This design comes from an exercise in tuning for small area and a short achievable clock period on the open sky130 flow, not from production work. In this exercise RTL edits were held to simulation tests only and were not proved equivalent to the original. Power and IR drop assume default switching activity.

===== flow/design.v =====
`timescale 1ns / 1ps
module fifo
#
(
	parameter		depth = 60,
	parameter		width = 8
)
(
	input				clk,
	input				rst_n,
	input				wr_en,
	input	[width-1:0]	data_in,
	input				rd_en,
	output	[width-1:0]	data_out,
	output				full,
	output				empty
);
localparam		rows = depth / 4;		 
reg	[width-1:0]	bank0	[rows-1:0];
reg	[width-1:0]	bank1	[rows-1:0];
reg	[width-1:0]	bank2	[rows-1:0];
reg	[width-1:0]	bank3	[rows-1:0];
reg	[3:0]		wrow;			 
reg	[1:0]		wbank;			 
reg	[3:0]		wen;			 
reg	[3:0]		rrow;			 
reg	[1:0]		rbank;			 
reg	[3:0]		p1row;			 
reg	[1:0]		p1bank;
reg	[3:0]		w1row;			 
reg	[1:0]		w1bank;
reg				full_o;			 
reg				nempty_o;		 
reg				full_i;			 
reg				nempty;			 
reg	[3:0]		rsel0, rsel1, rsel2, rsel3;	 
reg	[1:0]		rseln0, rseln1, rseln2, rseln3;	 
reg	[width-1:0]	bq0, bq1, bq2, bq3;	 
reg	[width-1:0]	last_in;		 
reg				fresh;			 
reg	[3:0]		osel;			 
reg	[width-1:0]	rdata;
function [3:0] next_row;
	input [3:0] r;
	begin
		next_row = (r == rows-1) ? 4'd0 : r + 4'd1;
	end
endfunction
wire			push = wr_en & ~full_i;
wire			pop  = rd_en & nempty;
wire	[1:0]	wbank_n = push ? wbank + 2'd1 : wbank;
wire	[1:0]	rbank_n = pop ? rbank + 2'd1 : rbank;
wire	[3:0]	rrow_1  = next_row(rrow);
wire	[3:0]	rrow_n  = (pop && rbank == 2'd3) ? rrow_1 : rrow;
wire			one     = (wrow == p1row) && (wbank == p1bank);
wire			most    = (w1row == rrow) && (w1bank == rbank);
wire			empty_n = push ? 1'b0 : (pop ? one : ~nempty);
wire			full_n  = pop  ? 1'b0 : (push ? most : full_i);
wire			fresh_n = push & (~nempty | (pop & one));
wire	[3:0]	rsel0_n = (rbank != 2'd0 || pop) ? rrow_1 : rrow;
wire	[3:0]	rsel1_n = (rbank >= 2'd2 || (pop && rbank == 2'd1)) ? rrow_1 : rrow;
wire	[3:0]	rsel2_n = (rbank == 2'd3 || (pop && rbank == 2'd2)) ? rrow_1 : rrow;
wire	[3:0]	rsel3_n = (pop && rbank == 2'd3) ? rrow_1 : rrow;
always@(posedge clk or negedge rst_n)
begin
	if(!rst_n) begin
		wrow     <= 4'd0;
		wbank    <= 2'd0;
		wen      <= 4'b0001;
		rrow     <= 4'd0;
		rbank    <= 2'd0;
		p1row    <= 4'd0;
		p1bank   <= 2'd1;
		w1row    <= 4'd0;
		w1bank   <= 2'd1;
		full_o   <= 1'b0;
		nempty_o <= 1'b0;
		full_i   <= 1'b0;
		nempty   <= 1'b0;
	end else begin
		wbank    <= wbank_n;
		if(push && wbank == 2'd3)
			wrow <= next_row(wrow);
		wen      <= full_n ? 4'b0000 : (4'b0001 << wbank_n);
		rbank    <= rbank_n;
		if(pop) begin
			p1bank <= p1bank + 2'd1;
			if(p1bank == 2'd3)
				p1row <= next_row(p1row);
		end
		if(push) begin
			w1bank <= w1bank + 2'd1;
			if(w1bank == 2'd3)
				w1row <= next_row(w1row);
		end
		rrow     <= rrow_n;
		full_o   <= ~pop & (push ? most : full_o);
		nempty_o <= push | (pop ? ~one : nempty_o);
		full_i   <= full_n;
		nempty   <= ~empty_n;
	end
end
always@(posedge clk)
begin
	if(wen[0]) bank0[wrow] <= data_in;
	if(wen[1]) bank1[wrow] <= data_in;
	if(wen[2]) bank2[wrow] <= data_in;
	if(wen[3]) bank3[wrow] <= data_in;
end
always@(posedge clk)
begin
	rsel0   <= rsel0_n;
	rsel1   <= rsel1_n;
	rsel2   <= rsel2_n;
	rsel3   <= rsel3_n;
	rseln0  <= ~rsel0_n[1:0];
	rseln1  <= ~rsel1_n[1:0];
	rseln2  <= ~rsel2_n[1:0];
	rseln3  <= ~rsel3_n[1:0];
	bq0     <= { bank0[{ rsel0[3:2], ~rseln0}][7:4], bank0[rsel0][3:0]};
	bq1     <= { bank1[{ rsel1[3:2], ~rseln1}][7:4], bank1[rsel1][3:0]};
	bq2     <= { bank2[{ rsel2[3:2], ~rseln2}][7:4], bank2[rsel2][3:0]};
	bq3     <= { bank3[{ rsel3[3:2], ~rseln3}][7:4], bank3[rsel3][3:0]};
	last_in <= data_in;
	fresh   <= fresh_n;
	osel    <= fresh_n ? 4'b0000 : (4'b0001 << rbank_n);
end
always@(posedge clk)
begin
	rdata <= ({ width{ fresh}} & last_in)
	       | ({ width{ osel[0]}} & bq0) | ({ width{ osel[1]}} & bq1)
	       | ({ width{ osel[2]}} & bq2) | ({ width{ osel[3]}} & bq3);
end
assign	data_out = rdata;
assign	empty    = ~nempty_o;
assign	full     = full_o;
endmodule

===== flow/run.sh =====
#!/bin/bash
# synth_recipe.tcl (not shown) runs the flow's synth.tcl, then flattens the netlist and writes it again
# the make line also repeats each setting of config.mk as NAME=value (left out here)
make -C /OpenROAD-flow-scripts/flow DESIGN_CONFIG=/design/flow/config.mk WORK_HOME=/design/flow/orfs CLKGATE_MAP_FILE= SYNTH_SCRIPT=/design/flow/synth_recipe.tcl finish

===== flow/config.mk =====
export PLATFORM = sky130hd
export DESIGN_NAME = fifo
export DESIGN_NICKNAME = fifo
export VERILOG_FILES = /design/flow/design.v
export SDC_FILE = /design/flow/constraint.sdc
export NUM_CORES = 4
export LEC_CHECK = 0
export CAP_MARGIN = 20
export CORE_MARGIN = 2
export CORE_UTILIZATION = 65
export CTS_CLUSTER_DIAMETER = 80
export CTS_CLUSTER_SIZE = 24
export SETUP_SLACK_MARGIN = 1.5
export SLEW_MARGIN = 20

===== flow/constraint.sdc =====
create_clock -name core_clock -period 3.2 [get_ports {clk}]
set_input_delay 0.6400 -clock core_clock [delete_from_list [all_inputs] [get_ports {clk}]]
set_output_delay 0.6400 -clock core_clock [all_outputs]
set_load 0.01 [all_outputs]

==> parameters.txt <==
Parameter                              Value

Run
  Number of max-capacitance violations reported ... 0

Power and ir drop
  Share of power burned in the clock network ... 19.6%
  Switching part of the total ... 31.4%
  Net load switching power ... 6330 uW
  Cell internal power dissipation ... 13800 uW
  Power density over the cells ... 823 nW/um2
  Portion of total power attributed to combinational logic ... 28.1%
  Peak supply drop ... 607 uV
  Flop pwr share ... 52.4%
  Leak ... 0.00821 uW

Logic synthesis
  Count of state elements after synthesis ... 589
  Sequential element share of the synthesized area ... 74.9%
  Largest area contributor in the synthesized netlist ... sky130_fd_sc_hd__edfxtp_1
  Mapped cell area ... 22400 um2
  Mean instance size in the synthesized netlist ... 18.1 um2
  Count of flip-flops with a built-in enable after synthesis ... 480
  Cell types with the highest counts after synthesis ... 480 x sky130_fd_sc_hd__edfxtp_1, 89 x sky130_fd_sc_hd__mux4_2, 77 x sky130_fd_sc_hd__dfxtp_1
  Gate count after technology mapping ... 1234
  Top-area cell type share of the netlist area ... 64.4%
  Post-synth top flop ... sky130_fd_sc_hd__edfxtp_1
  Share of synthesized registers carrying an async set or reset ... 5.43%
  Post-synth net total ... 1253
  Ys Warns ... 1
  Unique masters post-synth ... 53
  Area contributors post-synth ... sky130_fd_sc_hd__edfxtp_1 64%, sky130_fd_sc_hd__mux4_2 9.0%, sky130_fd_sc_hd__dfxtp_1 6.9%, sky130_fd_sc_hd__dfrtp_1 3.2%, sky130_fd_sc_hd__and2_1 1.7%
  Most frequent cell after synthesis ... sky130_fd_sc_hd__edfxtp_1

Worst setup path
  Critical path capture point type ... primary output
  Crit Path Class ... reg -> out
  Largest stage delay, worst path ... 0.37 ns
  Crit Path Max Fanout ... 2
  Crit path DAT ... 1.14 ns
  Total buffers and inverters traversed by the critical path ... 2
  Master of the slowest instance on the critical path ... sky130_fd_sc_hd__dfrtp_1
  Ordered list of cells on the worst path ... inv_1 > buf_2
  Largest delay contributor family on the critical path ... flip-flops
  Launching element type of the critical path ... flip-flop
  CP required ... 2.56 ns

Routing
  Count of unresolved DRC violations after routing ... 0
  DR pass1 iterations ... 7
  Post-DR vias/cell ... 6.41
  Drt wl/cell ... 26.8 um
  DR iter-0 viols ... 1134
  Total Wirelength ... 47300 um
  Routed vias ... 11300
  Antenna Violating Nets Remaining ... 0

Clock tree
  Clk Latency, worst-skew pair ... 0.58 ns
  Number of levels in the clock H-tree ... 1
  Clock buffer count from CTS ... 28
  Number of sinks on the clock net ... 589
  Number of hold buffers added after cts ... 0
  Max Buffers Root-to-Sink ... 3
  CTS tree ... done
  Clock-pin slew on the worst setup and hold paths ... 0.10 ns
  Root buffer cell ... sky130_fd_sc_hd__clkbuf_16

Global routing
  GR peak layer ... met2
  First-pass GRT wire length ... 69400 um
  GR Util met2 ... 41.5%
  Maximum number of pins on one net before global-route repair ... 62
  Tot GR Track Use ... 26.6%
  GR Overflow Total ... 0
  Vias in the first global route ... 10900
  Antenna violations before repair ... 0
  Met1 routing resource usage after global routing ... 41.3%
  Routing usage on met3 ... 4.08%

Timing
  Total count of max-transition violations in the final report ... 0
  Tcrit/Tclk final ... 55.6%
  Achievable frequency ... 0.562 GHz
  Measured slew at the worst slew-check pin ... 0.684 ns
  Clock Skews ... 0.0122 ns
  Total negative slack ... 0 ns
  Final critical delay including setup and external delays ... 1.78 ns
  Setup slack after layout ... 1.42 ns
  Endpoints failing hold ... 0
  Setup repair after global routing missed its margin ... true
  Post-Route Hold Slack ... 0.462 ns
  Relative slew slack ... 54.4%
  Final count of negative-setup-slack endpoints ... 0

Die
  Top Ports ... 22
  Core Area ... 33700 um2
  FP Rows ... 67
  Initial standard-cell utilization of the core ... 66.4%
  Total Die Area ... 35900 um2
  X dimension of the die ... 190 um
  Die Y-Extent ... 190 um

Layout
  Inserted Diodes ... 0
  Share of post-route cells with drive strength above 1 ... 25.3%
  Area growth from synthesis to final layout ... 9.46%
  Post-layout nets ... 1314
  Number of standard cells in the final layout excluding fillers ... 1765

Placed design
  Number of placed instances, taps included ... 1679
  Placement-stage worst setup slack ... 0.773 ns
  Final weighted congestion of routability-driven global placement ... 0.858
  Detail Placement HPWL ... 30200 um
  I/O Buffers ... 21

Outcome
  Status ... complete, no violations

Worst hold path
  Worst hold-check path type ... in -> async
## layout make-up
| cell class | count | area [um2] |
|---|---|---|
| Timing Repair Buffer | 96 | 823 |
| Tap cell | 448 | 561 |
| Clock buffer | 51 | 808 |
| Fill cell | 2071 | 9190 |
| Clock inverter | 1 | 16.3 |
| Inverter | 7 | 26.3 |
| Sequential cell | 589 | 16800 |
| Multi-Input combinational cell | 573 | 5460 |
## logic make-up after synthesis
family | synth area share (%)
xor gates and xnor gates | 0.626
buffers and inverters | 2.03
AOI/OAI and AO/OA | 5.48
adders and majority gates | 0.391
DFF | 74.9
muxes | 11.4
and+or+nand+nor | 5.19
## routing by layer
metal  wire (um)  up-vias
met5           0        -
met1       20400     5879
li1            -     4970
met4         762        0
met2       22700      406
met3        3410       50
## path summary, 6_finish.rpt
path	slack, ns	start	to	cells after the start
worst max-delay path	1.42	nempty_o$_DFF_PN0_	empty	2
worst min-delay path	0.46	rst_n	p1bank[1]$_DFFE_PN0P_	2
worst max register to register	1.44	rseln1[0]$_DFF_P_	bq1[5]$_DFF_P_	5
worst min register to register	0.52	p1bank[0]$_DFFE_PN1P_	p1bank[0]$_DFFE_PN1P_	1
max in group asynchronous	2.40	rst_n	w1bank[0]$_DFFE_PN1P_	2
min in group core_clock	0.49	data_in[5]	last_in[5]$_DFF_P_	2
## per-stage QoR
step / cell area [um2] / util, % / total power, uW
floorplan: 22400 / - / 14000
global placement: 23100 / 68.4 / 15600
global route: 24500 / 72.7 / 21000
detailed placement: 23100 / 68.4 / 15600
CTS: 24100 / 71.6 / 19700
finish: 24500 / 72.7 / 20200
## state kept, by name, summed over array words and instances, names as in the netlist, 4 cells and up
| signal | cells |
|---|---|
| bank1 | 120 |
| bq0 | 8 |
| rsel3 | 4 |
| bq3 | 8 |
| bank3 | 120 |
| wrow | 4 |
| bank0 | 120 |
| rsel0 | 4 |
| wen | 4 |
| osel | 4 |
| rrow | 4 |
| last_in | 8 |
| rsel1 | 4 |
| rsel2 | 4 |
| bq2 | 8 |
| p1row | 4 |
| bq1 | 8 |
| bank2 | 120 |
| w1row | 4 |
| rdata | 8 |
## worst reg2reg max path, stage by stage, from the launching register on
cell,delay (ns)
sky130_fd_sc_hd__dfxtp_4,0.43
sky130_fd_sc_hd__clkbuf_4,0.23
sky130_fd_sc_hd__mux4_2,0.52
sky130_fd_sc_hd__nor2b_1,0.15
sky130_fd_sc_hd__a211oi_1,0.25
sky130_fd_sc_hd__a21oi_1,0.07
## cells in the final DEF (no fill, tap or decap), types with 18 or more instances in the layout
cell type,n
sky130_fd_sc_hd__a21oi_1,41
sky130_fd_sc_hd__o21ai_1,30
sky130_fd_sc_hd__dfrtp_1,22
sky130_fd_sc_hd__buf_4,57
sky130_fd_sc_hd__nand2_1,71
sky130_fd_sc_hd__clkbuf_16,29
sky130_fd_sc_hd__edfxtp_1,480
sky130_fd_sc_hd__dfxtp_1,58
sky130_fd_sc_hd__o211ai_1,18
sky130_fd_sc_hd__a22oi_1,28
sky130_fd_sc_hd__clkbuf_1,22
sky130_fd_sc_hd__mux2i_1,37
sky130_fd_sc_hd__mux4_2,89
sky130_fd_sc_hd__and2_4,46
sky130_fd_sc_hd__nor2_1,37
## power groups by stage
stage          Sequential, uW  Combinational (uW)  Clock [uW]
2_1_floorplan            9820                4130           0
3_3_place_gp            10700                4880           0
3_5_place_dp            10700                4920           0
4_1_cts                 10600                5040        4000
5_1_grt                 10700                6060        4260
6_report                10600                5660        3940
## timing repair
item,CTS,global route
pin swaps,0,5
endpoints found under the setup margin,540,445
gates cloned,0,0
buffers inserted,4,30
endpoints found under the hold margin,0,0
gates resized for setup,182,44

separate check: timing with driven ports:
No port has a modelled driver above. Below, the same layout with a new extraction and two added sets of constraints. Step 1: set_driving_cell puts a clkbuf_16 on clk and a buf_2 on each other input, an assumption about the parent block. Step 2 times the ports against the registers' clock, not the clock port: input delays grow and output delays shrink by t, the midpoint of the rising clock arrivals with the driver on. a / b / c = ideal ports / drivers / drivers and shift; a / b = the first two.
t (ns): 0.627
setup slack, ns: 1.421 / 1.367 / 0.968
worst setup path after step 2: input to register
pins driven straight from the clock port: 1
After both steps this run still meets setup and hold. The setup slack of this run moves by -0.054 ns with the drivers and by -0.453 ns with both steps.
